From an optimization exercise on the open Yosys and OpenROAD flow, aimed at small area, a short achievable clock period and few clock cycles per item; shortcuts taken in it are not production practice.
Only simulation tests tie the RTL to the original design; equivalence was not proved.

==> flow/design.v (outline; a module is shown in full before it is edited, if it fits) <==
// module fpu_s: 190 lines
// module fma_spec: 36 lines
// module fma_pre: 39 lines
// module fma_align: 33 lines
// module lzc32: 24 lines
// module fp_round: 26 lines
// module fp_round2: 27 lines
// module fma_add: 72 lines
// module fpu_misc: 54 lines
// module fpu_cvt: 90 lines
// module f2i_post: 15 lines
// module srt_step: 25 lines
// module mul24: 1597 lines
module fpu_s (
  input         clk,
  input         rst_n,
  input         req_valid,
  input  [6:0]  req_opcode,
  input  [6:0]  req_f7,
  input  [2:0]  req_rm,
  input  [4:0]  req_rs2,
  input  [31:0] req_v1,
  input  [31:0] req_v2,
  input  [31:0] req_v3,
  output        resp_valid,
  output [31:0] resp_value,
  output [4:0]  resp_fflags
);
  // ...
==> flow/run.sh <==
#!/bin/bash
# synth_recipe.tcl (not shown) runs the flow's synth.tcl, then flattens the netlist and writes it again
# the make line also repeats each setting of config.mk as NAME=value (left out here)
make -C /OpenROAD-flow-scripts/flow DESIGN_CONFIG=/design/flow/config.mk WORK_HOME=/design/flow/orfs CLKGATE_MAP_FILE= SYNTH_SCRIPT=/design/flow/synth_recipe.tcl finish
==> flow/config.mk <==
export PLATFORM = sky130hd
export DESIGN_NAME = fpu_s
export DESIGN_NICKNAME = fpu_s
export VERILOG_FILES = /design/flow/design.v
export SDC_FILE = /design/flow/constraint.sdc
export NUM_CORES = 8
export LEC_CHECK = 0
export CAP_MARGIN = 20
export CORE_MARGIN = 2
export CORE_UTILIZATION = 40
export SETUP_SLACK_MARGIN = 5
export SLEW_MARGIN = 20
==> flow/constraint.sdc <==
create_clock -name core_clock -period 20.0 [get_ports {clk}]
set_input_delay 4.0000 -clock core_clock [delete_from_list [all_inputs] [get_ports {clk}]]
set_output_delay 4.0000 -clock core_clock [all_outputs]
set_load 0.01 [all_outputs]
==> impl_results.md, run 1 <==
* CP most frequent cell: fa_1
* Final Util at approximately 44%
* Crit Path Class: in -> reg
* Signal buffers at 442
* Crit-path max cell delay at roughly 560 ps
* PostCTS Resize Cnt at between 40 and 50
* Clock latency on the worst-skew pair at 670 ps
* Synth area leaders: fa_1, edfxtp_1, ha_1
* XOR/XNOR share of the synthesized area at 3.80%
* Worst Path Arrival at 15,480 ps
* Largest register by flop count: ds_ws
* Clock buffer depth at 3
* Grt ovf at 0
* Met3 Use GR at 9.32%
* Simple-gate share of the synthesized area at 21.6%
* Crit Path Max Fanout at 24
* Layout cells sized above 1 at 7.43%
* Unrepaired setup endpoints after global routing: yes
* Status: timing/DRC/antenna clean
* Largest cell class by area: multi-input gates
* Placed cell count at about 12,000
* Initial Util at 40.3%
* Post-Syn Area at roughly 75,000 um2
* Slowest CP cell: o21ai_0
* WHS Endpoint: replay
* Tmin final at 14,990 ps
Testbench counts, summed over its fixed seeds: cycles 3,389, ops 2,400.
==> module fpu_s, before the edit <==
module fpu_s (
  input         clk,
  input         rst_n,
  input         req_valid,
  input  [6:0]  req_opcode,
  input  [6:0]  req_f7,
  input  [2:0]  req_rm,
  input  [4:0]  req_rs2,
  input  [31:0] req_v1,
  input  [31:0] req_v2,
  input  [31:0] req_v3,
  output        resp_valid,
  output [31:0] resp_value,
  output [4:0]  resp_fflags
);
  localparam K = 4;                  
  localparam NC = 7;                 
  localparam N = K * NC;             
  localparam F = N + 2;              
  localparam WD = F + 3;
  wire [31:0] a = req_v1, b = req_v2, c = req_v3;
  wire op53 = req_opcode == 7'h53;
  wire is_fmadd = ~op53;
  wire d_add  = op53 & (req_f7 == 7'h00);
  wire d_sub  = op53 & (req_f7 == 7'h04);
  wire d_mul  = op53 & (req_f7 == 7'h08);
  wire d_div  = op53 & (req_f7 == 7'h0c);
  wire d_sqrt = op53 & (req_f7 == 7'h2c);
  wire d_i2f  = op53 & (req_f7 == 7'h68);
  wire d_f2i  = op53 & (req_f7 == 7'h60);
  wire d_addsub = d_add | d_sub;
  wire d_fma  = d_addsub | d_mul | is_fmadd | d_i2f;
  wire d_ds   = d_div | d_sqrt;
  wire d_misc = ~d_fma & ~d_ds;
  wire start = req_valid & rst_n;
  reg [2:0] brm;
  always @* case (req_rm) 3'd0: brm = 0; 3'd1: brm = 4; 3'd2: brm = 3; 3'd3: brm = 2; 3'd4: brm = 1; default: brm = 0; endcase
  reg        pend;           
  reg        slowm;          
  reg        replay;         
  reg        v_misc;         
  reg [31:0] misc_res; reg [4:0] misc_fl; reg m_rnd, m_inc, m_s, m_uns;
  reg [27:0] f_x, f_y; reg f_abgt, f_eeq, f_sub;
  reg [7:0]  f_xe; reg [2:0] f_abfl; reg f_sgn, f_sgnc, f_acc, f_neg, f_spec, f_ssgn, f_snv;
  reg [1:0]  f_skind; reg [2:0] f_rm; reg [9:0] f_exp;
  reg        busy; reg [2:0] cnt; reg f_dmode;
  reg [WD-1:0] ds_ws, ds_wc; reg [N:0] ds_q, ds_qm, ds_m; reg [23:0] ds_d; reg ds_sq; reg [9:0] ds_e; reg ds_s;
  wire [31:0] oa = d_addsub ? {b[31] ^ d_sub, b[30:0]} : a;
  wire [31:0] ob = d_addsub ? 32'h3f800000 : b;
  wire acc = ~d_mul & ~d_i2f;
  wire [31:0] oc = d_addsub ? a : ~acc ? 32'd0 : {c[31] ^ req_opcode[2] ^ req_opcode[3], c[30:0]};
  wire neg = is_fmadd & req_opcode[3];
  wire [9:0] m_exp; wire m_sgn, m_spec, m_ssgn, m_snv, m_subab, m_zab; wire [1:0] m_skind;
  fma_spec u_spec (.a(oa), .b(ob), .c(oc), .acc(acc), .exp_ab(m_exp), .sgn_ab(m_sgn),
                   .spec(m_spec), .spec_kind(m_skind), .spec_sgn(m_ssgn), .spec_nv(m_snv),
                   .sub_ab(m_subab), .zero_ab(m_zab));
  wire [47:0] prod;
  mul24 u_prod (.a({a[30:23] != 0, a[22:0]}), .b({b[30:23] != 0, b[22:0]}), .p(prod));
  wire [31:0] cv_res, cv_norm; wire [4:0] cv_fl; wire [5:0] cv_lz; wire cv_neg, cv_rnd, cv_inc;
  fpu_cvt u_cvt (.a(a), .rm(req_rm), .uns(req_rs2[0]), .f2i(d_f2i), .i2f(d_i2f),
                 .f2i_res(cv_res), .f2i_fl(cv_fl), .f2i_rnd(cv_rnd), .f2i_inc(cv_inc),
                 .norm(cv_norm), .lz(cv_lz), .i2f_neg(cv_neg));
  wire [47:0] p_src = replay ? {f_x, f_y[27:8]} : d_i2f ? {1'b0, cv_norm, 15'd0}
                    : d_addsub ? {1'b0, b[30:23] != 0, b[22:0], 23'd0} : prod;
  wire [7:0]  xa_r = oa[30:23] | {7'd0, oa[30:23] == 0};
  wire [7:0]  xb_r = ob[30:23] | {7'd0, ob[30:23] == 0};
  wire [7:0]  xa_src = replay ? f_exp[7:0] + 8'd127 : xa_r;
  wire [7:0]  xb_src = replay ? 8'd127 : xb_r;
  wire [9:0]  e_src = replay ? f_exp : m_exp;
  wire [31:0] c_src = replay ? misc_res : oc;
  wire        a_src = replay ? f_acc : acc;
  wire [47:0] pr_dec; wire pr_ovf47, pr_ovf46, pr_tiny, pr_gt126, pr_r47, pr_r46;
  fma_pre u_pre (.xa(xa_src), .xb(xb_src), .ec(c_src[30:23]), .acc(a_src), .dec(pr_dec), .ovf47(pr_ovf47), .ovf46(pr_ovf46),
                 .tiny(pr_tiny), .gt126(pr_gt126), .r47(pr_r47), .r46(pr_r46));
  wire [27:0] al_x, al_y; wire al_abgt, al_eeq; wire [7:0] al_xe; wire [2:0] al_abfl;
  wire sub_src = replay ? (f_sgnc ^ f_sgn) : (oc[31] ^ m_sgn);
  wire i2f_now = start & d_i2f;
  fma_align u_align (.prod(p_src), .dec(pr_dec), .ovf47(pr_ovf47 & ~i2f_now), .ovf46(pr_ovf46 & ~i2f_now), .tiny(pr_tiny & ~i2f_now), .c(c_src),
                     .x(al_x), .y(al_y), .sub(sub_src), .ab_gt(al_abgt), .e_eq(al_eeq),
                     .xe(al_xe), .abfl(al_abfl));
  wire fma_go = (start & d_fma) | replay;
  wire go_slow = start & (d_mul | is_fmadd) & ~m_spec & ~m_zab & ~pr_tiny & (m_subab | pr_r46);
  reg [2:0] msel;
  always @* begin
    case (req_f7)
      7'h10: msel = 3'd0;
      7'h14: msel = 3'd1;
      7'h50: msel = 3'd2;
      default: msel = 3'd4;
    endcase
  end
  wire [31:0] mi_res; wire [4:0] mi_fl;
  fpu_misc u_misc (.sel(msel), .rm(req_rm), .a(a), .b(b), .res(mi_res), .flags(mi_fl));
  wire [7:0] ea = a[30:23], eb = b[30:23];
  wire [23:0] sq_sig = (ea == 0) ? cv_norm[31:8] : {1'b1, a[22:0]};
  wire [9:0]  sq_e   = (ea == 0) ? -10'd127 - {4'd0, cv_lz} : {2'd0, ea} - 10'd127;
  wire        sq_odd = sq_e[0];
  wire [9:0]  sq_eh  = {sq_e[9], sq_e[9:1]};     
  wire        dv_lt  = a[22:0] < b[22:0];        
  wire [WD-1:0] ds_w0 = d_sqrt ? (({{(WD-24){1'b0}}, sq_sig} << (F - 26 + (sq_odd ? 1 : 0))) - ({{(WD-1){1'b0}}, 1'b1} << (F - 1)))
                               : ({{(WD-24){1'b0}}, 1'b1, a[22:0]} << (F - 25 + (dv_lt ? 1 : 0)));
  wire [WD-1:0] dd = {{(WD-24){1'b0}}, ds_d} << (F - 24);
  wire [WD-1:0] sws [0:K]; wire [WD-1:0] swc [0:K]; wire [N:0] qq [0:K]; wire [N:0] qm [0:K]; wire [N:0] mm [0:K];
  assign sws[0] = ds_ws; assign swc[0] = ds_wc; assign qq[0] = ds_q; assign qm[0] = ds_qm; assign mm[0] = ds_m;
  genvar g;
  generate for (g = 0; g < K; g = g + 1) begin : st
    srt_step #(.F(F), .N(N)) u (.sq(ds_sq), .ws(sws[g]), .wc(swc[g]), .q(qq[g]), .qm(qm[g]), .m(mm[g]), .d(dd),
                                .ws_n(sws[g+1]), .wc_n(swc[g+1]), .q_n(qq[g+1]), .qm_n(qm[g+1]), .m_n(mm[g+1]));
  end endgenerate
  wire ds_last = busy & (cnt == NC - 1);
  wire [WD-1:0] fw = ds_ws + ds_wc;
  wire [WD-1:0] tend = ds_sq ? (({{(WD-N-1){1'b0}}, ds_qm} << (F - N)) | ({{(WD-1){1'b0}}, 1'b1} << (F - N - 1))) : dd;
  wire [WD-1:0] t3s = ds_ws ^ ds_wc ^ tend;
  wire [WD-1:0] t3c = {((ds_ws & ds_wc) | (ds_ws & tend) | (ds_wc & tend)), 1'b0};
  wire [WD-1:0] o2 = {(ds_ws[WD-2:0] | ds_wc[WD-2:0]), 1'b0};
  wire [WD-1:0] o3 = {(t3s[WD-2:0] | t3c[WD-2:0]), 1'b0};
  wire fw_z  = (ds_ws ^ ds_wc) == o2;
  wire fw2_z = (t3s ^ t3c) == o3;
  wire fneg = fw[WD-1];
  wire [N:0] fq = fneg ? ds_qm : ds_q;
  wire ds_sticky = fneg ? ~fw2_z : ~fw_z;
  wire [47:0] pd = {1'b0, fq[N-1:0], ds_sticky, {(47-N-1){1'b0}}};
  wire [47:0] sp = {f_x, f_y[27:8]};
  wire signed [9:0] sx = f_exp;
  wire s_ovf46 = sx > 10'sd127;
  wire s_tiny = sx < -10'sd151;
  wire s_l = ~sp[47] & ~sp[46] & (sp != 0) & (sx > -10'sd126) & ~s_ovf46;
  wire s_r = (sp != 0) & ~s_tiny & (sp[47] ? (sx < -10'sd127) : (sx < -10'sd126));
  always @(posedge clk) begin
    if (!rst_n) begin
      pend <= 1'b0; v_misc <= 1'b0; busy <= 1'b0; slowm <= 1'b0; replay <= 1'b0;
    end else begin
      v_misc <= start & d_misc;
      pend   <= (fma_go & ~go_slow) | ds_last;
      slowm  <= go_slow | (slowm & (s_l | s_r));
      replay <= slowm & ~s_l & ~s_r;
      if (start & d_ds) busy <= 1'b1;
      else if (ds_last) busy <= 1'b0;
    end
    if (start & ~d_fma) begin
      misc_res <= d_f2i ? cv_res : mi_res;
      misc_fl  <= d_f2i ? cv_fl : mi_fl;
      m_rnd <= d_f2i & cv_rnd; m_inc <= cv_inc; m_s <= a[31]; m_uns <= req_rs2[0];
    end
    if (start & d_fma) begin
      f_sgn  <= d_i2f ? cv_neg : m_sgn;
      f_spec <= ~d_i2f & m_spec;
      f_skind <= m_skind; f_ssgn <= m_ssgn; f_snv <= m_snv;
      f_sgnc <= oc[31]; f_acc <= acc; f_neg <= neg; f_rm <= brm;
      misc_res <= oc;
    end
    if (fma_go) begin
      if (go_slow) begin
        f_x <= p_src[47:20]; f_y <= {p_src[19:0], 8'd0}; f_exp <= e_src;
      end else begin
        f_x <= al_x; f_y <= al_y; f_sub <= sub_src;
        f_abgt <= al_abgt; f_eeq <= al_eeq; f_xe <= (start & d_i2f) ? 8'd158 - {2'd0, cv_lz} : al_xe; f_abfl <= al_abfl;
      end
    end else if (slowm) begin
      if (s_l) begin {f_x, f_y[27:8]} <= {sp[46:0], 1'b0}; f_exp <= f_exp - 10'd1; end
      else if (s_r) begin {f_x, f_y[27:8]} <= {1'b0, sp[47:2], sp[1] | sp[0]}; f_exp <= f_exp + 10'd1; end
    end
    if (start) begin
      cnt <= 3'd0;
      ds_ws <= ds_w0; ds_wc <= {WD{1'b0}};
      ds_q <= d_sqrt ? {1'b1, {N{1'b0}}} : {(N+1){1'b0}}; ds_qm <= {(N+1){1'b0}}; ds_m <= {2'b01, {(N-1){1'b0}}};
      ds_d <= {1'b1, b[22:0]}; ds_sq <= d_sqrt;
      ds_e <= d_sqrt ? sq_eh : {2'd0, ea} - {2'd0, eb} - {9'd0, dv_lt};
      ds_s <= d_sqrt ? 1'b0 : a[31] ^ b[31];
      f_dmode <= d_ds;
      if (d_ds) begin
        f_rm <= brm; f_abfl <= 3'd0; f_acc <= 1'b0; f_neg <= 1'b0; f_spec <= 1'b0;
      end
    end else if (busy) begin
      cnt <= cnt + 3'd1;
      ds_ws <= sws[K]; ds_wc <= swc[K]; ds_q <= qq[K]; ds_qm <= qm[K]; ds_m <= mm[K];
    end
  end
  wire [31:0] f_res; wire [4:0] f_fl;
  fma_add u_add (.x(f_x), .y(f_y), .sub(f_sub), .ab_gt(f_abgt), .e_eq(f_eeq),
                 .xe(f_xe), .abfl(f_abfl), .sgn_ab(f_sgn), .sgn_c(f_sgnc), .acc(f_acc), .rmode(f_rm),
                 .negres(f_neg), .spec(f_spec), .spec_kind(f_skind), .spec_sgn(f_ssgn), .spec_nv(f_snv),
                 .dmode(f_dmode), .d_e(ds_e[7:0] + 8'd127), .d_s(pd[45:23]), .d_g({pd[22], |pd[21:0]}), .d_sgn(ds_s),
                 .res(f_res), .flags(f_fl));
  wire [31:0] pf_res; wire [4:0] pf_fl;
  f2i_post u_post (.ip(misc_res), .inc(m_inc), .s(m_s), .uns(m_uns), .fl(misc_fl), .res(pf_res), .flags(pf_fl));
  assign resp_valid  = v_misc | pend;
  assign resp_value  = v_misc ? (m_rnd ? pf_res : misc_res) : f_res;
  assign resp_fflags = v_misc ? (m_rnd ? pf_fl : misc_fl) : f_fl;
endmodule
==> module fma_pre, before the edit <==
module fma_pre (
  input  [7:0]  xa, xb,
  input  [7:0]  ec,
  input         acc,
  output [47:0] dec,         
  output        ovf47, ovf46, tiny,
  output        gt126,       
  output        r47, r46     
);
  wire [8:0] s = {1'b0, xa} + {1'b0, xb};         
  assign ovf47 = s >= 9'd381;
  assign ovf46 = s > 9'd381;
  assign tiny  = s < 9'd103;
  assign gt126 = s > 9'd128;
  assign r47 = ~tiny & (s < 9'd127);
  assign r46 = ~tiny & (s < 9'd128);
  wire [7:0] ec1 = ec | {7'd0, ec == 0};
  wire [9:0] d47 = {2'b00, xa} + {2'b00, xb} - {2'b00, ec1} - 10'd126;
  wire [9:0] n47 = {2'b00, ec1} + 10'd126 - {2'b00, xa} - {2'b00, xb};
  wire [9:0] d46 = {2'b00, xa} + {2'b00, xb} - {2'b00, ec1} - 10'd127;
  wire [9:0] n46 = {2'b00, ec1} + 10'd127 - {2'b00, xa} - {2'b00, xb};
  wire [9:0] dhi = 10'd254 - {2'b00, ec1};
  wire [9:0] nhi = {2'b00, ec1} - 10'd254;
  wire [9:0] dlo = 10'd1 - {2'b00, ec1};
  wire [9:0] nlo = {2'b00, ec1} - 10'd1;
  function [15:0] cmp(input [7:0] ea1, input [9:0] d, input [9:0] n);
    reg gt, eq; reg [9:0] sh;
    begin
      eq = d == 0;
      gt = ~d[9] & ~eq;
      sh = gt ? d : n;
      cmp = {~acc | gt, eq & acc, sh >= 10'd28, sh[4:0], gt ? ea1 : ec1};
    end
  endfunction
  wire [15:0] c47 = ovf47 ? cmp(8'd254, dhi, nhi) : tiny ? cmp(8'd1, dlo, nlo) : cmp(s[7:0] - 8'd126, d47, n47);
  wire [15:0] c46 = ovf46 ? cmp(8'd254, dhi, nhi) : tiny ? cmp(8'd1, dlo, nlo) : cmp(s[7:0] - 8'd127, d46, n46);
  wire [15:0] c00 = ovf46 ? cmp(8'd254, dhi, nhi) : cmp(8'd1, dlo, nlo);
  assign dec = {c47, c46, c00};
endmodule
==> module fpu_cvt, before the edit <==
module fpu_cvt (
  input  [31:0] a,
  input  [2:0]  rm,
  input         uns,
  input         f2i,         
  input         i2f,         
  output reg [31:0] f2i_res,    
  output reg [4:0]  f2i_fl,
  output reg        f2i_rnd,    
  output            f2i_inc,
  output [31:0] norm,        
  output [5:0]  lz,          
  output        i2f_neg
);
  function [31:0] rev32(input [31:0] v);
    integer k;
    for (k = 0; k < 32; k = k + 1) rev32[k] = v[31-k];
  endfunction
  wire s = a[31];
  wire [7:0] e = a[30:23];
  assign i2f_neg = ~uns & s;
  wire [31:0] v = i2f ? (i2f_neg ? -a : a) : {a[22:0], 9'd0};
  integer i;
  reg [5:0] lzc;
  always @* begin
    lzc = 6'd32;
    for (i = 0; i < 32; i = i + 1) if (v[i]) lzc = 6'd31 - i[5:0];
  end
  assign lz = lzc;
  wire [23:0] sig = {e != 0, a[22:0]};
  wire [8:0] rsh = 9'd158 - {1'b0, e};          
  wire [5:0] sh = f2i ? ((rsh > 9'd33) ? 6'd33 : rsh[5:0]) : lzc;
  wire [31:0] xin = f2i ? {sig, 8'd0} : rev32(v);
  wire [31:0] y = (sh >= 6'd32) ? 32'd0 : xin >> sh[4:0];
  assign norm = rev32(y);
  wire [63:0] xw = {32'd0, xin};
  wire [5:0] shm1 = sh - 6'd1;
  wire g1 = (sh != 0) & xw[shm1];
  integer j;
  reg [5:0] tz;       
  always @* begin
    tz = 6'd32;
    for (j = 31; j >= 0; j = j - 1) if (xin[j]) tz = j[5:0];
  end
  wire g0 = (sh > 6'd1) & (tz < shm1);
  wire [31:0] ip = y;
  wire inexact = g1 | g0;
  reg minc;
  always @* begin
    case (rm)
      3'd1: minc = 1'b0;
      3'd2: minc = ~uns & s & inexact;
      3'd3: minc = ~s & inexact;
      3'd4: minc = ~uns & s & inexact;
      default: minc = g1 & (g0 | ip[0]);
    endcase
  end
  assign f2i_inc = minc;
  wire nan = (e == 8'hff) & (a[22:0] != 0);
  wire inf = (e == 8'hff) & (a[22:0] == 0);
  wire zero = (a[30:0] == 0);
  wire signed [8:0] sx = {1'b0, e} - 9'd127;
  always @* begin
    f2i_rnd = 1'b0;
    if (!uns) begin
      if (nan | (inf & ~s)) begin f2i_res = 32'h7fffffff; f2i_fl = 5'b10000; end
      else if (inf) begin f2i_res = 32'h80000000; f2i_fl = 5'b10000; end
      else if (zero) begin f2i_res = 32'd0; f2i_fl = 5'd0; end
      else if (sx == 9'sd31) begin
        if (s & (a[22:0] == 0)) begin f2i_res = 32'h80000000; f2i_fl = 5'd0; end
        else begin f2i_res = s ? 32'h80000000 : 32'h7fffffff; f2i_fl = 5'b10000; end
      end
      else if (sx > 9'sd31) begin f2i_res = s ? 32'h80000000 : 32'h7fffffff; f2i_fl = 5'b10000; end
      else if (sx < -9'sd2) begin f2i_res = 32'd0; f2i_fl = 5'b00001; end
      else begin f2i_res = ip; f2i_fl = {4'd0, inexact}; f2i_rnd = 1'b1; end
    end else begin
      if (nan | (inf & ~s)) begin f2i_res = 32'hffffffff; f2i_fl = 5'b10000; end
      else if (s) begin
        f2i_res = 32'd0;
        if (inf | zero | (sx > 9'sd31)) f2i_fl = 5'b10000;
        else if (sx < -9'sd1) f2i_fl = 5'b00001;
        else f2i_fl = inexact ? 5'b00001 : 5'b10000;
      end
      else if (zero) begin f2i_res = 32'd0; f2i_fl = 5'd0; end
      else if (sx > 9'sd31) begin f2i_res = 32'hffffffff; f2i_fl = 5'b10000; end
      else if (sx < -9'sd1) begin f2i_res = 32'd0; f2i_fl = 5'b00001; end
      else begin f2i_res = ip; f2i_fl = {4'd0, inexact}; f2i_rnd = 1'b1; end
    end
  end
endmodule
==> inputs of run 2 (changes only) <==
--- a/flow/design.v
+++ b/flow/design.v
@@ -46,3 +46,5 @@
   reg        busy; reg [2:0] cnt; reg f_dmode;
-  reg [WD-1:0] ds_ws, ds_wc; reg [N:0] ds_q, ds_qm, ds_m; reg [23:0] ds_d; reg ds_sq; reg [9:0] ds_e; reg ds_s;
+  reg [WD-1:0] ds_ws, ds_wc; reg [N:0] ds_q, ds_qm, ds_m; reg ds_sq; reg ds_s;
+  wire [23:0] ds_d = misc_res[23:0];    
+  wire [9:0]  ds_e = f_exp;             
   wire [31:0] oa = d_addsub ? {b[31] ^ d_sub, b[30:0]} : a;
@@ -166,4 +168,7 @@
       ds_q <= d_sqrt ? {1'b1, {N{1'b0}}} : {(N+1){1'b0}}; ds_qm <= {(N+1){1'b0}}; ds_m <= {2'b01, {(N-1){1'b0}}};
-      ds_d <= {1'b1, b[22:0]}; ds_sq <= d_sqrt;
-      ds_e <= d_sqrt ? sq_eh : {2'd0, ea} - {2'd0, eb} - {9'd0, dv_lt};
+      ds_sq <= d_sqrt;
+      if (d_ds) begin
+        misc_res <= {8'd0, 1'b1, b[22:0]};
+        f_exp <= d_sqrt ? sq_eh : {2'd0, ea} - {2'd0, eb} - {9'd0, dv_lt};
+      end
       ds_s <= d_sqrt ? 1'b0 : a[31] ^ b[31];
@@ -243,6 +248,6 @@
   wire [7:0] ec1 = ec | {7'd0, ec == 0};
-  wire [9:0] d47 = {2'b00, xa} + {2'b00, xb} - {2'b00, ec1} - 10'd126;
-  wire [9:0] n47 = {2'b00, ec1} + 10'd126 - {2'b00, xa} - {2'b00, xb};
   wire [9:0] d46 = {2'b00, xa} + {2'b00, xb} - {2'b00, ec1} - 10'd127;
   wire [9:0] n46 = {2'b00, ec1} + 10'd127 - {2'b00, xa} - {2'b00, xb};
+  wire [9:0] d47 = d46 + 10'd1;
+  wire [9:0] n47 = n46 - 10'd1;
   wire [9:0] dhi = 10'd254 - {2'b00, ec1};
@@ -322,28 +327,2 @@
 endmodule
-module fp_round (
-  input  [2:0]  rmode,
-  input         sgn,
-  input  [7:0]  ein,
-  input  [22:0] sin,
-  input  [1:0]  guard,
-  output [30:0] res
-);
-  wire [24:0] s1 = {1'b0, ein != 0, sin} + 25'd1;
-  reg [30:0] inc;
-  always @* begin
-    if (s1[24]) inc = (ein == 8'd254) ? 31'h7f800000 : {ein + 8'd1, s1[23:1]};
-    else inc = {(ein == 0) ? {7'd0, s1[23]} : ein, s1[22:0]};
-  end
-  reg up;
-  always @* begin
-    case (rmode)
-      3'd0: up = guard[1] & (guard[0] | sin[0]);
-      3'd1: up = guard != 0;
-      3'd2: up = (guard != 0) & ~sgn;
-      3'd3: up = (guard != 0) & sgn;
-      default: up = 1'b0;
-    endcase
-  end
-  assign res = up ? inc : {ein, sin};
-endmodule
 module fp_round2 (
@@ -523,8 +502,4 @@
   wire [31:0] v = i2f ? (i2f_neg ? -a : a) : {a[22:0], 9'd0};
-  integer i;
-  reg [5:0] lzc;
-  always @* begin
-    lzc = 6'd32;
-    for (i = 0; i < 32; i = i + 1) if (v[i]) lzc = 6'd31 - i[5:0];
-  end
+  wire [5:0] lzc;
+  lzc32 u_lz (.v(v), .z(lzc));
   assign lz = lzc;
@@ -539,8 +514,4 @@
   wire g1 = (sh != 0) & xw[shm1];
-  integer j;
-  reg [5:0] tz;       
-  always @* begin
-    tz = 6'd32;
-    for (j = 31; j >= 0; j = j - 1) if (xin[j]) tz = j[5:0];
-  end
+  wire [5:0] tz;      
+  lzc32 u_tz (.v(rev32(xin)), .z(tz));
   wire g0 = (sh > 6'd1) & (tz < shm1);
==> run 2 against run 1 <==
Routed wire length rose by 7.4%. Clock skew is 14 ps lower. Clock-buffer cell count grew 3. Critical path depth is 1 higher. Register-to-register slack worse by 60 ps. Non-clock buffer count up 61. Global-route usage is 4.0 points higher. Still clean on timing, DRC and antenna. Synthesized cell count down 1.1%. Utilization is 0.071 points lower.
==> impl_results.md, run 2 <==
* Fin. max-slew vios at 0
* Mapped Nets at ~11,000
* Die area at 187,000 um2
* Worst Skew at 34.8 ps
* Routed WL at 422 mm
* Tmin final at 15,050 ps (+59.0 ps)
* DP Worst Slack at 2300 ps
* Max FFs per register at 33
* Largest register by flop count: ds_ws
* Pin count of the biggest net entering global routing at 72
* Grt ovf at 0 (unchanged)
* CTS Hold Bufs at 0
* GP Congestion at 1.08
* Layout cells sized above 1 at 8.41% (+0.98 points)
* Synth area leaders: fa_1, ha_1, edfxtp_1
* Status: timing/DRC/antenna clean
* Number of synthesized register bits at 271
* Crit path required time at slightly above 20,000 ps
* Placed instance area at 77,300 um2
* Worst Hold Depth at 2
* Slowest CP cell: clkinv_1
* Most instantiated library cell after synthesis: nand2_1
* Post-Syn Area at 73,300 um2 (-2.1%)
* Die Height at 432 um
* Reg2reg setup slack at 5540 ps
* Number of synthesized flops with an enable pin at 144
* Via density at approximately 6.6
* Hold Path Class: reg -> reg
* Crit Path Max Fanout at 22 (-8.3%)
* Worst path top cell family by delay: compound AO/OA/AOI/OAI gates
* Buf/Inv on CP at 8
* H-tree depth at 2
* Unrepaired setup endpoints after global routing: yes
* Reg clk slew, reported paths at 60 ps
* Core area at ~180,000 um2
* CP endpoint kind: flip-flop
* First-pass GRT wire length at 587 mm
* Global-route usage over all layers at 43.7%
* Initial DRC count at 11,000
* Crit Path Class: in -> reg
* Clock buffer depth at 3 (unchanged)
* Clock Sinks at 271
* Fillers at about 19,000
* Vias in the first global route at 76,400
* CP startpoint kind: input pin
* Critical R2R Capture: ds_ws[26]
* Fin. Hold Viols at 0
* Fmax at 66.4 MHz
* Mapped Avg Cell Area at 7.34 um2
* Max_cap viols at 0
* Clock latency on the worst-skew pair at 610 ps (-60 ps)
* Design Area, Final at 79,900 um2
* Setup-failing EPs final at 0
* Initial Util at 40.1% (-0.17 points)
* Max_slew headroom at 15.6%
* FP Rows at between 150 and 200
* Drt pass-1 iters at 7
* Post-synth ARST share at 0%
* Most common cell after layout, fill and taps aside: nand2_1
* CP most frequent cell: fa_1
* Register area share after synthesis at under 10%
* DRC violations left at 0
* IO Port Bufs at ~150
* List of most frequent post-synthesis cells: nand2_1, inv_1, nor2_1, a21oi_1, fa_1
* Ports at 159
* Total CTS buffers at 37
* Die width at ~430 um
* Worst slew pin tran at 1270 ps
* Ys flop type: edfxtp_1
* R2R depth at 54
* Cells after Synth at 9,983
* Setup TNS at 0 ps
* Fin crit share at 75.3%
* Final net count at around 11,000
* Most frequent cells in the layout: nand2_1, inv_1, nor2_1
* Hpwl dp at 325 mm
* Yosys top cell by area: fa_1
* Antenna-violating nets left at 0
* Crit-path max cell delay at 760 ps (+200 ps)
* Biggest regs: ds_ws (33), ds_wc (32), misc_res (32)
* Drt wl/cell at 34.5 um
* Synth cell types at 126
* CTS root buffer: clkbuf_16
* Worst Path Arrival at 15,340 ps (-140 ps)
* Vias post-DR at 81,300
* WHS Endpoint: cnt[1]
* Yosys warns at 6
* HP Start: cnt[1]
* CTS tree: built
* Origin of the critical flop-to-flop path: ds_ws[29]
* Initial antenna violation count at 37
* Area delta synth->final at 9.01%
* Share of the synthesized area in the top cell type at 17.7%
* Worst setup margin at about 5000 ps
## run 2: kinds of logic after synthesis
group,share of synthesized area [%]
compound gates,25.6
xor+xnor,4.06
fa+ha+maj,23.9
buf+inv,9.03
flops,9.37
mux,6.91
other cells,0.00512
simple gates,21.2
## run 2: layer usage
metal	wire, um	track usage, %	vias to the layer above
met1	163000	56.9	39600
met2	175000	64.5	5742
met4	36000	29.7	18
met5	126	0	-
li1	-	-	34700
met3	47400	9.61	1277
## run 2: worst max path at each step
stage | start | endpoint | cells past startpoint
after floorplan | req_v1[23] | f_y[8] | 42
after global placement | req_f7[5] | f_y[8] | 38
after detailed placement | req_f7[5] | f_y[8] | 38
after CTS | req_v1[24] | f_y[0] | 41
after global routing | req_v1[23] | f_y[9] | 42
final | req_v2[15] | f_y[9] | 36
## run 2: worst register-to-register path, delay by kind of cell (launching register included)
kind	cells	cell delay, ps
compound gates	20	4360
buf+inv	13	3410
fa+ha+maj	8	3240
simple gates	6	1390
xor+xnor	7	1330
flops	1	460
## run 2: layout make-up
cell class	count	area (um2)	share of cell area [%]
Clock buffer	51	1040	1.30
Multi-Input combinational cell	8015	60800	76.2
Sequential cell	271	6870	8.61
Antenna cell	16	40.0	0.0501
Timing Repair Buffer	503	4180	5.23
Tap cell	2385	2980	3.74
Clock inverter	17	195	0.244
Inverter	978	3710	4.65
## run 2: timing repair
action | CTS | global route
pin swaps | 8 | 12
cloned | 3 | 3
gates resized for setup | 102 | 94
endpoints found under the setup margin | 62 | 92
setup buffers | 14 | 31
## run 2: stage by stage
step           util (%)  hold slack, ps  instances
2_1_floorplan         -             436       9983
3_3_place_gp       42.4             485      12100
3_5_place_dp       42.4             498      12100
4_1_cts            43.4             507      12200
5_1_grt            43.7             525      12200
6_report           43.8             505      12200
Testbench counts of run 2, summed over its fixed seeds: cycles 3,389, ops 2,400.
==> inputs of run 3 (changes only) <==
--- a/flow/design.v
+++ b/flow/design.v
@@ -16,4 +16,4 @@
   localparam K = 4;                  
-  localparam NC = 7;                 
-  localparam N = K * NC;             
+  localparam NC = 6;                 
+  localparam N = K * NC + 1;         
   localparam F = N + 2;              
@@ -112,12 +112,14 @@
   wire ds_last = busy & (cnt == NC - 1);
-  wire [WD-1:0] fw = ds_ws + ds_wc;
-  wire [WD-1:0] tend = ds_sq ? (({{(WD-N-1){1'b0}}, ds_qm} << (F - N)) | ({{(WD-1){1'b0}}, 1'b1} << (F - N - 1))) : dd;
-  wire [WD-1:0] t3s = ds_ws ^ ds_wc ^ tend;
-  wire [WD-1:0] t3c = {((ds_ws & ds_wc) | (ds_ws & tend) | (ds_wc & tend)), 1'b0};
-  wire [WD-1:0] o2 = {(ds_ws[WD-2:0] | ds_wc[WD-2:0]), 1'b0};
+  wire [WD-1:0] lws = sws[1], lwc = swc[1];      
+  wire [N:0] lq = qq[1], lqm = qm[1];
+  wire [WD-1:0] fw = lws + lwc;
+  wire [WD-1:0] tend = ds_sq ? (({{(WD-N-1){1'b0}}, lqm} << (F - N)) | ({{(WD-1){1'b0}}, 1'b1} << (F - N - 1))) : dd;
+  wire [WD-1:0] t3s = lws ^ lwc ^ tend;
+  wire [WD-1:0] t3c = {((lws & lwc) | (lws & tend) | (lwc & tend)), 1'b0};
+  wire [WD-1:0] o2 = {(lws[WD-2:0] | lwc[WD-2:0]), 1'b0};
   wire [WD-1:0] o3 = {(t3s[WD-2:0] | t3c[WD-2:0]), 1'b0};
-  wire fw_z  = (ds_ws ^ ds_wc) == o2;
+  wire fw_z  = (lws ^ lwc) == o2;
   wire fw2_z = (t3s ^ t3c) == o3;
   wire fneg = fw[WD-1];
-  wire [N:0] fq = fneg ? ds_qm : ds_q;
+  wire [N:0] fq = fneg ? lqm : lq;
   wire ds_sticky = fneg ? ~fw2_z : ~fw_z;
==> run 3 against run 2 <==
Still clean. Hold slack lost 2.2 ps. Setup slack improved by 42 ps. Via count shrank 3.9%. Register-to-register slack improved by 120 ps.
==> impl_results.md, run 3 <==
* Yosys top cell by area: fa_1
* Mapped Nets at 10,700 (-4.2%)
* Global-route usage over all layers at 39.9% (-3.8 points)
* List of most frequent post-synthesis cells: nand2_1, nor2_1, inv_1, a21oi_1, fa_1
* DRC violations left at 0 (unchanged)
* CP startpoint kind: flip-flop
* Fin. max-slew vios at 0 (unchanged)
* Max_slew headroom at 15.2% (-0.40 points)
* FP Rows at 153 (-2.5%)
* Worst slew pin tran at 1260 ps (-5.47 ps)
* Antenna-violating nets left at 0 (unchanged)
* Cells after Synth at 9,546 (-4.4%)
* Hold Path Class: reg -> reg
* Crit Path Class: reg -> out
* Synth area leaders: fa_1, ha_1, edfxtp_1
* Reg clk slew, reported paths at 70 ps (about the same)
* Number of synthesized register bits at 257 (-5.2%)
* Biggest regs: misc_res (32), ds_ws (29)
* Via density at 6.64 (-0.11%)
* Setup TNS at 0 ps (unchanged)
* Largest register by flop count: misc_res
* Ports at 159 (unchanged)
* Drt pass-1 iters at 8 (+1)
* Most instantiated library cell after synthesis: nand2_1
* Crit Path Max Fanout at 27 (+23%)
* Worst Skew at 50.6 ps (+15.9 ps)
* Post-Syn Area at 70,300 um2 (-4.1%)
* Max_cap viols at 0 (unchanged)
* Hpwl dp at 284 mm (-13%)
* CP most frequent cell: a21o_1
* CP endpoint kind: output pin
* Most frequent cells in the layout: nand2_1, nor2_1, inv_1
* GP Congestion at 1.11 (+2.8%)
* Die width at 423 um (-2.1%)
* Vias in the first global route at 73,500 (-3.8%)
* Final net count at 10,500 (-3.9%)
* Drt wl/cell at 31.6 um (-8.4%)
* H-tree depth at 2 (unchanged)
* Worst Path Arrival at 11,010 ps (-4330 ps)
* Grt ovf at 0 (unchanged)
* Yosys warns at 6 (unchanged)
* Synth cell types at 129 (+2.4%)
* Ys flop type: edfxtp_1
* Register area share after synthesis at 9.28% (-0.097 points)
* Setup-failing EPs final at 0 (unchanged)
* Most common cell after layout, fill and taps aside: nand2_1
* CTS root buffer: clkbuf_16
* CTS tree: built
* Area delta synth->final at 9.24%
* DP Worst Slack at 2030 ps (-263 ps)
* Vias post-DR at 78,200 (-3.9%)
* Fmax at 66.6 MHz (+0.28%)
* Pin count of the biggest net entering global routing at 185 (+160%)
* Mapped Avg Cell Area at 7.36 um2 (+0.28%)
* Fin crit share at 75.0% (-0.21 points)
* Die Height at 423 um (-2.1%)
* Status: timing/DRC/antenna clean
* Initial antenna violation count at 24 (-35%)
* Worst setup margin at 4990 ps (+42.2 ps)
* Clock buffer depth at 3 (unchanged)
* First-pass GRT wire length at 529 mm (-9.9%)
* Fin. Hold Viols at 0 (unchanged)
* Share of the synthesized area in the top cell type at 18.0% (+0.33 points)
* Layout cells sized above 1 at 8.21% (-0.20 points)
* Routed WL at 372 mm (-12%)
* Max FFs per register at 32 (-3.0%)
* Post-synth ARST share at 0% (unchanged)
* Initial Util at 40.3% (+0.18 points)
* Die area at 179,000 um2 (-4.1%)
* Clock Sinks at 257 (-5.2%)
* Crit path required time at 16,000 ps (-4290 ps)
* Unrepaired setup endpoints after global routing: yes
* Crit-path max cell delay at 560 ps (-200 ps)
* Fillers at 18,000 (-4.0%)
* Number of synthesized flops with an enable pin at 137 (-4.9%)
* Slowest CP cell: clkdlybuf4s50_1
* IO Port Bufs at 153 (unchanged)
* Core area at 174,000 um2 (-4.5%)
* CTS Hold Bufs at 0 (unchanged)
* Clock latency on the worst-skew pair at 620 ps (about the same)
* Total CTS buffers at 36 (-2.7%)
* Initial DRC count at 11,200 (+1.3%)
* Tmin final at 15,010 ps (-42.2 ps)
## run 3: cell types whose count changed after synthesis, moves of 35 or more
cell      delta
inv_1       -58
o21ai_0     -64
clkbuf_1    -37
nand2_1     -35
and2_1      +58
a211oi_1    -49
## run 3: final timing paths
check                 start             to  slack [ps]  depth (start not counted)
setup / recovery  ds_ws[26]  resp_value[6]        4990                         39
hold / removal     ds_qm[7]       ds_qm[7]         500                          2
hold reg to reg    ds_qm[7]       ds_qm[7]         500                          2
setup reg to reg  ds_ws[26]       ds_ws[6]        5660                         51
## run 3: final cells by class
class / count / area, um2 / area share (%)
diodes: 16 / 40.0 / 0.0522
clock buffers: 47 / 1020 / 1.33
clock inverters: 18 / 201 / 0.262
inverters: 910 / 3450 / 4.49
multi-input cells: 7723 / 58600 / 76.4
flip-flops and latches: 257 / 6520 / 8.50
well taps: 2325 / 2910 / 3.79
repair buffers: 476 / 3980 / 5.18
## run 3: logic make-up after synthesis
group	count (synthesis)	synth area share, %
other	1	0.00534
XOR/XNOR	332	4.14
AO/OA/AOI/OAI	2688	24.7
AND/OR/NAND/NOR	3267	21.8
buffers and inverters	1567	8.62
adder cells (fa/ha/maj)	985	24.3
multiplexers	449	7.07
flip-flops	257	9.28
## run 3: repair_timing
action | 4_1_cts | 5_1_grt
setup buffers | 14 | 23
setup endpoints to repair | 88 | 87
pin swaps | 17 | 21
gates cloned | 1 | 2
endpoints found under the hold margin | 0 | 0
resized for setup | 106 | 96
## run 3: worst max-delay path: cells and delay by family, from the launching register on
kind / cells / cell delay, ps
xor gates and xnor gates: 1 / 110
AOI/OAI and AO/OA: 18 / 3530
and+or+nand+nor: 7 / 2310
buffers and inverters: 7 / 1860
adders and majority gates: 3 / 1160
DFF: 1 / 400
muxes: 3 / 960
## run 3: layer usage
metal	part of all wire, %	GRT usage [%]
met4	8.2	26.4
met2	41	58.4
met5	0.018	0
met1	38	52.1
met3	12	9.59
## run 3: per-stage QoR
stage | instances | cell area, um2 | hold WS (ps) | util [%]
floorplan | 9546 | 70300 | 436 | -
CTS | 11700 | 76100 | 497 | 43.7
global route | 11800 | 76700 | 519 | 44.0
finish | 11800 | 76700 | 503 | 44.1
detailed placement | 11700 | 74300 | 490 | 42.6
global placement | 11700 | 74300 | 481 | 42.6
Testbench counts of run 3, summed over its fixed seeds: cycles 3,255, ops 2,400.
==> inputs of run 4 (changes only) <==
--- a/flow/design.v
+++ b/flow/design.v
@@ -166,6 +166,9 @@
     end
+    ds_ws <= start ? ds_w0 : sws[K];
+    ds_wc <= start ? {WD{1'b0}} : swc[K];
+    ds_q  <= start ? (d_sqrt ? {1'b1, {N{1'b0}}} : {(N+1){1'b0}}) : qq[K];
+    ds_qm <= start ? {(N+1){1'b0}} : qm[K];
+    ds_m  <= start ? {2'b01, {(N-1){1'b0}}} : mm[K];
     if (start) begin
       cnt <= 3'd0;
-      ds_ws <= ds_w0; ds_wc <= {WD{1'b0}};
-      ds_q <= d_sqrt ? {1'b1, {N{1'b0}}} : {(N+1){1'b0}}; ds_qm <= {(N+1){1'b0}}; ds_m <= {2'b01, {(N-1){1'b0}}};
       ds_sq <= d_sqrt;
@@ -182,3 +185,2 @@
       cnt <= cnt + 3'd1;
-      ds_ws <= sws[K]; ds_wc <= swc[K]; ds_q <= qq[K]; ds_qm <= qm[K]; ds_m <= mm[K];
     end
==> run 4 against run 3 <==
Largest cell class unchanged. Clock-buffer cell count shrank 12. Critical path type is now in -> reg. Non-clock buffer count grew 3. First-iteration DRC count shrank 15%. Final cell count is essentially flat. Die area shrank 0.74%. Synthesized area shrank 0.75%. Critical path depth shrank 5. Sequential cell count is the same. Still clean on timing, DRC and antenna. Routed wire length grew 4.0%. Critical endpoint is now f_y[0].
==> impl_results.md, run 4 <==
* Status: timing/DRC/antenna clean
* Area delta synth->final at 9.14% (about the same)
* DRC violations left at 0 (unchanged)
* List of most frequent post-synthesis cells: nand2_1, nor2_1, inv_1, a21oi_1, o21ai_0
* Register area share after synthesis at 8.56% (-0.72 points)
* Total CTS buffers at 31 (-14%)
* Initial antenna violation count at 30 (+25%)
* Fin crit share at 74.8% (-0.24 points)
* Post-Syn Area at 69,700 um2 (-0.75%)
* Reg clk slew, reported paths at 70 ps (about the same)
* Final cell count without fillers at 11,800 (+0.059%)
* Final net count at 10,500 (+0.17%)
* CTS tree: built
* Clock latency on the worst-skew pair at 670 ps (+50 ps)
* Biggest regs: misc_res (32), ds_ws (29)
* Worst Skew at 40.5 ps (-10.1 ps)
* Yosys warns at 6 (unchanged)
* Crit-path max cell delay at 610 ps (+50 ps)
* Number of synthesized flops with an enable pin at 82 (-40%)
* Slowest CP cell: a2bb2oi_1
* CTS Hold Bufs at 0 (unchanged)
* Setup-failing EPs final at 0 (unchanged)
* Vias post-DR at 76,600 (-2.0%)
* IO Port Bufs at 153 (unchanged)
* Unrepaired setup endpoints after global routing: yes
* Routed WL at 386 mm (+4.0%)
* Vias in the first global route at 73,300 (-0.18%)
* Layout cells sized above 1 at 8.44% (+0.23 points)
* Worst Path Arrival at 15,330 ps (+4320 ps)
* Core area at 173,000 um2 (-0.44%)
* Ports at 159 (unchanged)
* Tmin final at 14,960 ps (-47.4 ps)
* Die Height at 422 um (-0.37%)
* Yosys top cell by area: fa_1
* Hold Path Class: reg -> reg
* Max_slew headroom at 15.4% (+0.18 points)
* Most common cell after layout, fill and taps aside: nand2_1
* Ys flop type: dfxtp_1
* Placed instance area at 73,900 um2 (-0.51%)
* Fmax at 66.8 MHz (+0.32%)
* Number of synthesized register bits at 257 (unchanged)
* Mapped Avg Cell Area at 7.27 um2 (-1.2%)
* Clock buffer depth at 3 (unchanged)
* Die area at 178,000 um2 (-0.74%)
* Global-route usage over all layers at 41.7% (+1.8 points)
* Max_cap viols at 0 (unchanged)
* Placed cell count at 11,700 (+0.27%)
* Drt wl/cell at 32.8 um (+3.9%)
* H-tree depth at 1 (-1)
* Fin. max-slew vios at 0 (unchanged)
* CP endpoint kind: flip-flop
* Max FFs per register at 32 (unchanged)
* Post-synth ARST share at 0% (unchanged)
* CP most frequent cell: fa_1
* First-pass GRT wire length at 543 mm (+2.6%)
* Worst setup margin at 5040 ps (+47.4 ps)
* Worst slew pin tran at 1260 ps (+1.24 ps)
* Crit Path Class: in -> reg
* Mapped Nets at 10,700 (+0.38%)
* FP Rows at 153 (unchanged)
* Design Area, Final at 76,100 um2 (-0.84%)
* Setup TNS at 0 ps (unchanged)
* Largest register by flop count: misc_res
* CP startpoint kind: input pin
* Initial DRC count at 9,515 (-15%)
* Via density at 6.50 (-2.1%)
* Synth area leaders: fa_1, ha_1, nand2_1
* Fin. Hold Viols at 0 (unchanged)
* Hpwl dp at 302 mm (+6.2%)
* GP Congestion at 1.06 (-3.9%)
* Most frequent cells in the layout: nand2_1, nor2_1, inv_1
* CTS root buffer: clkbuf_16
* Antenna-violating nets left at 0 (unchanged)
* Crit Path Max Fanout at 26 (-3.7%)
* Initial Util at 40.2% (-0.13 points)
* Pin count of the biggest net entering global routing at 150 (-19%)
* Clock Sinks at 257 (unchanged)
* Cells after Synth at 9,587 (+0.43%)
* DP Worst Slack at 2610 ps (+576 ps)
* Most instantiated library cell after synthesis: nand2_1
* Drt pass-1 iters at 8 (unchanged)
* Grt ovf at 0 (unchanged)
* Reg2reg setup slack at 5350 ps (-310 ps)
* Synth cell types at 130 (+0.78%)
* Die width at 422 um (-0.37%)
* Crit path required time at 20,370 ps (+4370 ps)
* Share of the synthesized area in the top cell type at 18.2% (+0.14 points)
## run 4: cell count changes after synthesis, sizes merged, moves of 29 or more
| cell | delta |
|---|---|
| a21oi | -29 |
| a22oi | -44 |
| dfxtp | +55 |
| mux2i | -77 |
| nor2 | -42 |
| and2 | +35 |
| edfxtp | -55 |
| o21ai | +83 |
| a221oi | +29 |
## run 4: area by class of cell
class                      count  area [um2]
antenna                        7        17.5
timing repair buffer         479        4020
tap                         2325        2910
timing repair inverter         2        17.5
inverter                     890        3380
sequential                   257        5970
multi-input combinational   7761       58700
clock inverter                23         320
clock buffer                  35         801
fill                       18000       97300
## run 4: critical path: cells and delay by family
| kind | cells | cell delay, ps |
|---|---|---|
| multiplexers | 1 | 580 |
| buffers and inverters | 5 | 1530 |
| AND/OR/NAND/NOR | 3 | 590 |
| XOR/XNOR | 2 | 580 |
| AO/OA/AOI/OAI | 16 | 4820 |
| adder cells (fa/ha/maj) | 7 | 3200 |
## run 4: metal layers
| layer | routed length, um | share of wire (%) | GRT usage [%] | vias to the layer above |
|---|---|---|---|---|
| li1 | - | - | - | 33200 |
| met1 | 146000 | 38 | 51.1 | 37400 |
| met2 | 166000 | 43 | 64.1 | 4612 |
| met3 | 34000 | 8.8 | 7.26 | 1286 |
| met4 | 40000 | 10 | 34.5 | 22 |
| met5 | 134 | 0.035 | 0 | - |
## run 4: stage by stage
step	hold WS, ps	util (%)
2_1_floorplan	433	-
3_3_place_gp	437	42.6
3_5_place_dp	443	42.6
4_1_cts	458	43.5
5_1_grt	490	43.9
6_report	459	43.9
## run 4: logic make-up after synthesis
kind of cell	count (synthesis)	synth area share, %
other	1	0.00538
DFF	257	8.56
xor gates and xnor gates	345	4.33
and+or+nand+nor	3292	22.5
AOI/OAI and AO/OA	2759	25.7
adders and majority gates	987	24.5
muxes	377	5.77
buffers and inverters	1569	8.62
## run 4: timing repair
item | CTS | global route
gates cloned | 0 | 2
setup buffers | 10 | 18
resized for setup | 77 | 96
endpoints found under the setup margin | 125 | 103
pin swaps | 3 | 15
## run 4: path summary, 6_finish.rpt
check        cells after the start          from           end
min                              2  misc_res[19]  misc_res[19]
min reg2reg                      2  misc_res[19]  misc_res[19]
max reg2reg                     47     ds_ws[25]     ds_ws[23]
max                             34    req_v2[12]        f_y[0]
Testbench counts of run 4, summed over its fixed seeds: cycles 3,255, ops 2,400.
==> inputs of run 5 (changes only) <==
--- a/flow/design.v
+++ b/flow/design.v
@@ -39,3 +39,2 @@
   reg        slowm;          
-  reg        replay;         
   reg        v_misc;         
@@ -64,2 +63,9 @@
                  .norm(cv_norm), .lz(cv_lz), .i2f_neg(cv_neg));
+  wire [47:0] sp = {f_x, f_y[27:8]};
+  wire signed [9:0] sx = f_exp;
+  wire s_ovf46 = sx > 10'sd127;
+  wire s_tiny = sx < -10'sd151;
+  wire s_l = ~sp[47] & ~sp[46] & (sp != 0) & (sx > -10'sd126) & ~s_ovf46;
+  wire s_r = (sp != 0) & ~s_tiny & (sp[47] ? (sx < -10'sd127) : (sx < -10'sd126));
+  wire replay = slowm & ~s_l & ~s_r;
   wire [47:0] p_src = replay ? {f_x, f_y[27:8]} : d_i2f ? {1'b0, cv_norm, 15'd0}
@@ -126,11 +132,5 @@
   wire [47:0] pd = {1'b0, fq[N-1:0], ds_sticky, {(47-N-1){1'b0}}};
-  wire [47:0] sp = {f_x, f_y[27:8]};
-  wire signed [9:0] sx = f_exp;
-  wire s_ovf46 = sx > 10'sd127;
-  wire s_tiny = sx < -10'sd151;
-  wire s_l = ~sp[47] & ~sp[46] & (sp != 0) & (sx > -10'sd126) & ~s_ovf46;
-  wire s_r = (sp != 0) & ~s_tiny & (sp[47] ? (sx < -10'sd127) : (sx < -10'sd126));
   always @(posedge clk) begin
     if (!rst_n) begin
-      pend <= 1'b0; v_misc <= 1'b0; busy <= 1'b0; slowm <= 1'b0; replay <= 1'b0;
+      pend <= 1'b0; v_misc <= 1'b0; busy <= 1'b0; slowm <= 1'b0;
     end else begin
@@ -139,3 +139,2 @@
       slowm  <= go_slow | (slowm & (s_l | s_r));
-      replay <= slowm & ~s_l & ~s_r;
       if (start & d_ds) busy <= 1'b1;
@@ -143,7 +142,14 @@
     end
-    if (start & ~d_fma) begin
-      misc_res <= d_f2i ? cv_res : mi_res;
-      misc_fl  <= d_f2i ? cv_fl : mi_fl;
-      m_rnd <= d_f2i & cv_rnd; m_inc <= cv_inc; m_s <= a[31]; m_uns <= req_rs2[0];
-    end
+    misc_fl <= d_f2i ? cv_fl : mi_fl;
+    m_rnd <= d_f2i & cv_rnd; m_inc <= cv_inc; m_s <= a[31]; m_uns <= req_rs2[0];
+    f_sub <= sub_src; f_abgt <= al_abgt; f_eeq <= al_eeq;
+    f_xe <= (start & d_i2f) ? 8'd158 - {2'd0, cv_lz} : al_xe;
+    if (slowm & s_l) {f_x, f_y} <= {sp[46:0], 1'b0, f_y[7:0]};
+    else if (slowm & s_r) {f_x, f_y} <= {1'b0, sp[47:2], sp[1] | sp[0], f_y[7:0]};
+    else if (go_slow) {f_x, f_y} <= {p_src, 8'd0};
+    else begin f_x <= al_x; f_y <= al_y; end
+    if (slowm & s_l) f_exp <= f_exp - 10'd1;
+    else if (slowm & s_r) f_exp <= f_exp + 10'd1;
+    else if (go_slow) f_exp <= e_src;
+    if (start & ~d_fma) misc_res <= d_f2i ? cv_res : mi_res;
     if (start & d_fma) begin
@@ -155,13 +161,3 @@
     end
-    if (fma_go) begin
-      if (go_slow) begin
-        f_x <= p_src[47:20]; f_y <= {p_src[19:0], 8'd0}; f_exp <= e_src;
-      end else begin
-        f_x <= al_x; f_y <= al_y; f_sub <= sub_src;
-        f_abgt <= al_abgt; f_eeq <= al_eeq; f_xe <= (start & d_i2f) ? 8'd158 - {2'd0, cv_lz} : al_xe; f_abfl <= al_abfl;
-      end
-    end else if (slowm) begin
-      if (s_l) begin {f_x, f_y[27:8]} <= {sp[46:0], 1'b0}; f_exp <= f_exp - 10'd1; end
-      else if (s_r) begin {f_x, f_y[27:8]} <= {1'b0, sp[47:2], sp[1] | sp[0]}; f_exp <= f_exp + 10'd1; end
-    end
+    if (fma_go & ~go_slow) f_abfl <= al_abfl;
     ds_ws <= start ? ds_w0 : sws[K];
==> run 5 against run 4 <==
Utilization down 0.16 points. First-iteration DRC count up 21%. Hold slack better by 80 ps. Clock-buffer cell count up 7. Via count up 4.6%. Routed wire length down 1.6%. Synthesized cell count up 2.4%. Clock skew up 4.0 ps. Critical path type is now reg -> out. Still clean on timing, DRC and antenna. Highest routed layer unchanged. Global-route usage down 0.84 points.
==> impl_results.md, run 5 <==
* Crit. Startpoint: ds_ws[26]
* Core area at 174,000 um2 (+0.22%)
* Crit Path Max Fanout at 28 (+7.7%)
* Worst Path Arrival at 10,960 ps (-4370 ps)
* Clock Sinks at 256 (-0.39%)
* Final net count at 10,700 (+1.8%)
* Antenna-violating nets left at 0 (unchanged)
* Origin of the critical flop-to-flop path: ds_ws[26]
* Post-synth ARST share at 0% (unchanged)
* Number of synthesized flops with an enable pin at 17 (-79%)
* Most frequent cells in the layout: nand2_1, nor2_1, inv_1
* Worst Skew at 44.5 ps (+4.02 ps)
* Pin count of the biggest net entering global routing at 160 (+6.7%)
* CP endpoint kind: output pin
* Post-Syn Area at 69,900 um2 (+0.23%)
* Stages on worst setup path at 37 (+8.8%)
* DP Worst Slack at 2760 ps (+151 ps)
* Via density at 6.70 (+3.0%)
* GP Congestion at 1.10 (+3.4%)
* Status: timing/DRC/antenna clean
* Die Height at 422 um (+0.11%)
* Initial DRC count at 11,600 (+21%)
* IO Port Bufs at 153 (unchanged)
* Number of synthesized register bits at 256 (-0.39%)
* Initial Util at 40.2% (about the same)
* Final cell count without fillers at 12,000 (+1.6%)
* Worst setup margin at 5040 ps (+5.40 ps)
* Worst path top cell family by delay: compound AO/OA/AOI/OAI gates
* Max_cap viols at 0 (unchanged)
* CTS Hold Bufs at 0 (unchanged)
* Register area share after synthesis at 7.58% (-0.98 points)
* Drt pass-1 iters at 10 (+2)
* Max FFs per register at 32 (unchanged)
* Vias in the first global route at 75,600 (+3.1%)
* CP most frequent cell: a21o_1
* Slowest CP cell: a31oi_1
* Unrepaired setup endpoints after global routing: yes
* Yosys warns at 6 (unchanged)
* Fin. max-slew vios at 0 (unchanged)
* Layout cells sized above 1 at 7.60% (-0.84 points)
* Grt ovf at 0 (unchanged)
* Crit Path Class: reg -> out
* Clock buffer depth at 3 (unchanged)
* Drt wl/cell at 31.8 um (-3.1%)
* Grt met2 use at 60.4% (-3.7 points)
* Fin crit share at 74.8% (about the same)
* Routed WL at 380 mm (-1.6%)
* First-pass GRT wire length at 542 mm (-0.11%)
* Reg2reg setup slack at 5610 ps (+260 ps)
* Crit path to: resp_value[28]
* Die area at 178,000 um2 (+0.23%)
* Mapped Nets at 10,900 (+2.1%)
* CP startpoint kind: flip-flop
* Cells after Synth at 9,814 (+2.4%)
* CTS tree: built
* Met3 Use GR at 10.4% (+3.1 points)
* Vias post-DR at 80,100 (+4.6%)
* Setup-failing EPs final at 0 (unchanged)
* Most instantiated library cell after synthesis: nand2_1
* Worst slew pin tran at 1250 ps (-8.80 ps)
* Max_slew headroom at 15.7% (+0.32 points)
* Area delta synth->final at 8.72%
* Global-route usage over all layers at 40.9% (-0.84 points)
* R2R depth at 47 (unchanged)
* Crit-path max cell delay at 600 ps (about the same)
* Fmax at 66.9 MHz (about the same)
* Setup TNS at 0 ps (unchanged)
* Total CTS buffers at 31 (unchanged)
* Final Util at 43.7% (-0.16 points)
* Hold Path Class: reg -> reg
* Ports at 159 (unchanged)
* Crit path required time at 16,000 ps (-4370 ps)
* H-tree depth at 1 (unchanged)
* CTS root buffer: clkbuf_16
* Die width at 422 um (+0.11%)
* Clock latency on the worst-skew pair at 670 ps (about the same)
* Buf/Inv on CP at 7 (+2)
* DRC violations left at 0 (unchanged)
* Yosys top cell by area: fa_1
* Most common cell after layout, fill and taps aside: nand2_1
* Biggest regs: misc_res (32), ds_ws (29)
* Largest register by flop count: misc_res
* Synth area leaders: fa_1, dfxtp_1, ha_1
* Critical R2R Capture: ds_ws[19]
* Met1 usage at 52.0% (+0.89 points)
* Tmin final at 14,960 ps (-5.40 ps)
* Fin. Hold Viols at 0 (unchanged)
* Ys flop type: dfxtp_1
* Share of the synthesized area in the top cell type at 18.1% (-0.041 points)
* Most Used Layer, Global Route: met2
* Mapped Avg Cell Area at 7.12 um2 (-2.1%)
* Synth cell types at 133 (+2.3%)
* Hpwl dp at 292 mm (-3.2%)
* FP Rows at 153 (unchanged)
* Placed cell count at 11,900 (+1.6%)
* List of most frequent post-synthesis cells: nand2_1, nor2_1, inv_1, a21oi_1, o21ai_0
* Initial antenna violation count at 30 (unchanged)
* Reg clk slew, reported paths at 70 ps (about the same)
-- run 5: changes by cell type in the layout (fill, tap and decap cells not counted), sizes merged, moves of 28 or more --
cell and delta:
o211ai +65, a31oi +33, edfxtp -65, nor2 +28, a211oi -39, dfxtp +64
mux2 -28, a22oi +46, xor2 -42
-- run 5: logic make-up (layout without fill, tap and decap cells) --
| kind of cell | count (synthesis) | after routing | synth area share [%] |
|---|---|---|---|
| other | 1 | 10 | 0.00537 |
| xor gates and xnor gates | 292 | 292 | 3.66 |
| DFF | 256 | 256 | 7.58 |
| muxes | 335 | 335 | 5.01 |
| buffers and inverters | 1618 | 1436 | 8.96 |
| adders and majority gates | 985 | 985 | 24.4 |
| AOI/OAI and AO/OA | 2895 | 2896 | 26.8 |
| and+or+nand+nor | 3432 | 3433 | 23.6 |
-- run 5: stage by stage --
step	hold WS, ps	instance area (um2)
3_3_place_gp	483	73800
3_5_place_dp	513	73800
5_1_grt	553	76000
6_report	539	76000
4_1_cts	521	75400
2_1_floorplan	447	69900
-- run 5: worst min path at each step --
| stage | from | end | cells past startpoint |
|---|---|---|---|
| after floorplan | f_rm[1] | f_rm[1] | 2 |
| after CTS | cnt[1] | cnt[1] | 2 |
| after global placement | cnt[1] | cnt[1] | 2 |
| final | f_neg | f_neg | 2 |
| after global routing | f_neg | f_neg | 2 |
| after detailed placement | cnt[1] | cnt[1] | 2 |
-- run 5: layer usage --
metal  wire, um  up-vias
met5        183        -
met4      33300       28
met3      47600     1407
met2     157000     5934
met1     143000    38700
li1           -    34000
-- run 5: what timing repair did --
action | 4_1_cts | 5_1_grt
gates resized for setup | 82 | 81
endpoints found under the setup margin | 94 | 110
gates cloned | 0 | 3
pin swaps | 6 | 12
setup buffers | 8 | 21
-- run 5: final cells by class --
cell class	instances	area, um2
Fill cell	17900	97800
Multi-Input combinational cell	7942	59200
Sequential cell	256	5300
Timing Repair Buffer	478	4020
Inverter	900	3430
Tap cell	2325	2910
Clock buffer	42	877
Clock inverter	16	258
Antenna cell	9	22.5
-- run 5: worst reg2reg max path, delay by kind of cell (launching register included) --
kind	cells	cell delay [ps]
mux	1	550
fa+ha+maj	9	3460
compound gates	15	3140
xor+xnor	5	1180
flops	1	310
simple gates	9	3000
buf+inv	8	2560
Testbench counts of run 5, summed over its fixed seeds: cycles 3,250, ops 2,400.

## static timing again, ports no longer ideal
The flow's constraints put no driver on any port. The routed layouts listed below were extracted and timed again, unchanged, in two steps. Step 1: set_driving_cell puts a clkbuf_16 on clk and a buf_2 on each other input, an assumption about the parent block. Step 2 also shifts input and output timing later by t, the mid clock arrival at the registers, as if the neighbouring blocks saw the same clock. a / b / c = ideal ports / drivers / drivers and shift; a / b = the first two.
run | shift t [ns] | slack for setup (ns) | worst setup path at the end
run 1 | 0.744 | 5.007 / 5.010 / 4.329 | input to register
run 2 | 0.670 | 4.948 / 4.904 / 4.325 | input to register
run 3 | 0.678 | 4.990 / 4.910 / 4.608 | input to register
run 4 | 0.714 | 5.038 / 5.079 / 4.365 | input to register
run 5 | 0.721 | 5.043 / 4.968 / 4.528 | input to register
After both steps setup and hold are still met in every run listed. For run 1, which loses most, drivers alone change the setup slack by +0.003 ns; drivers and shift together by -0.678 ns.
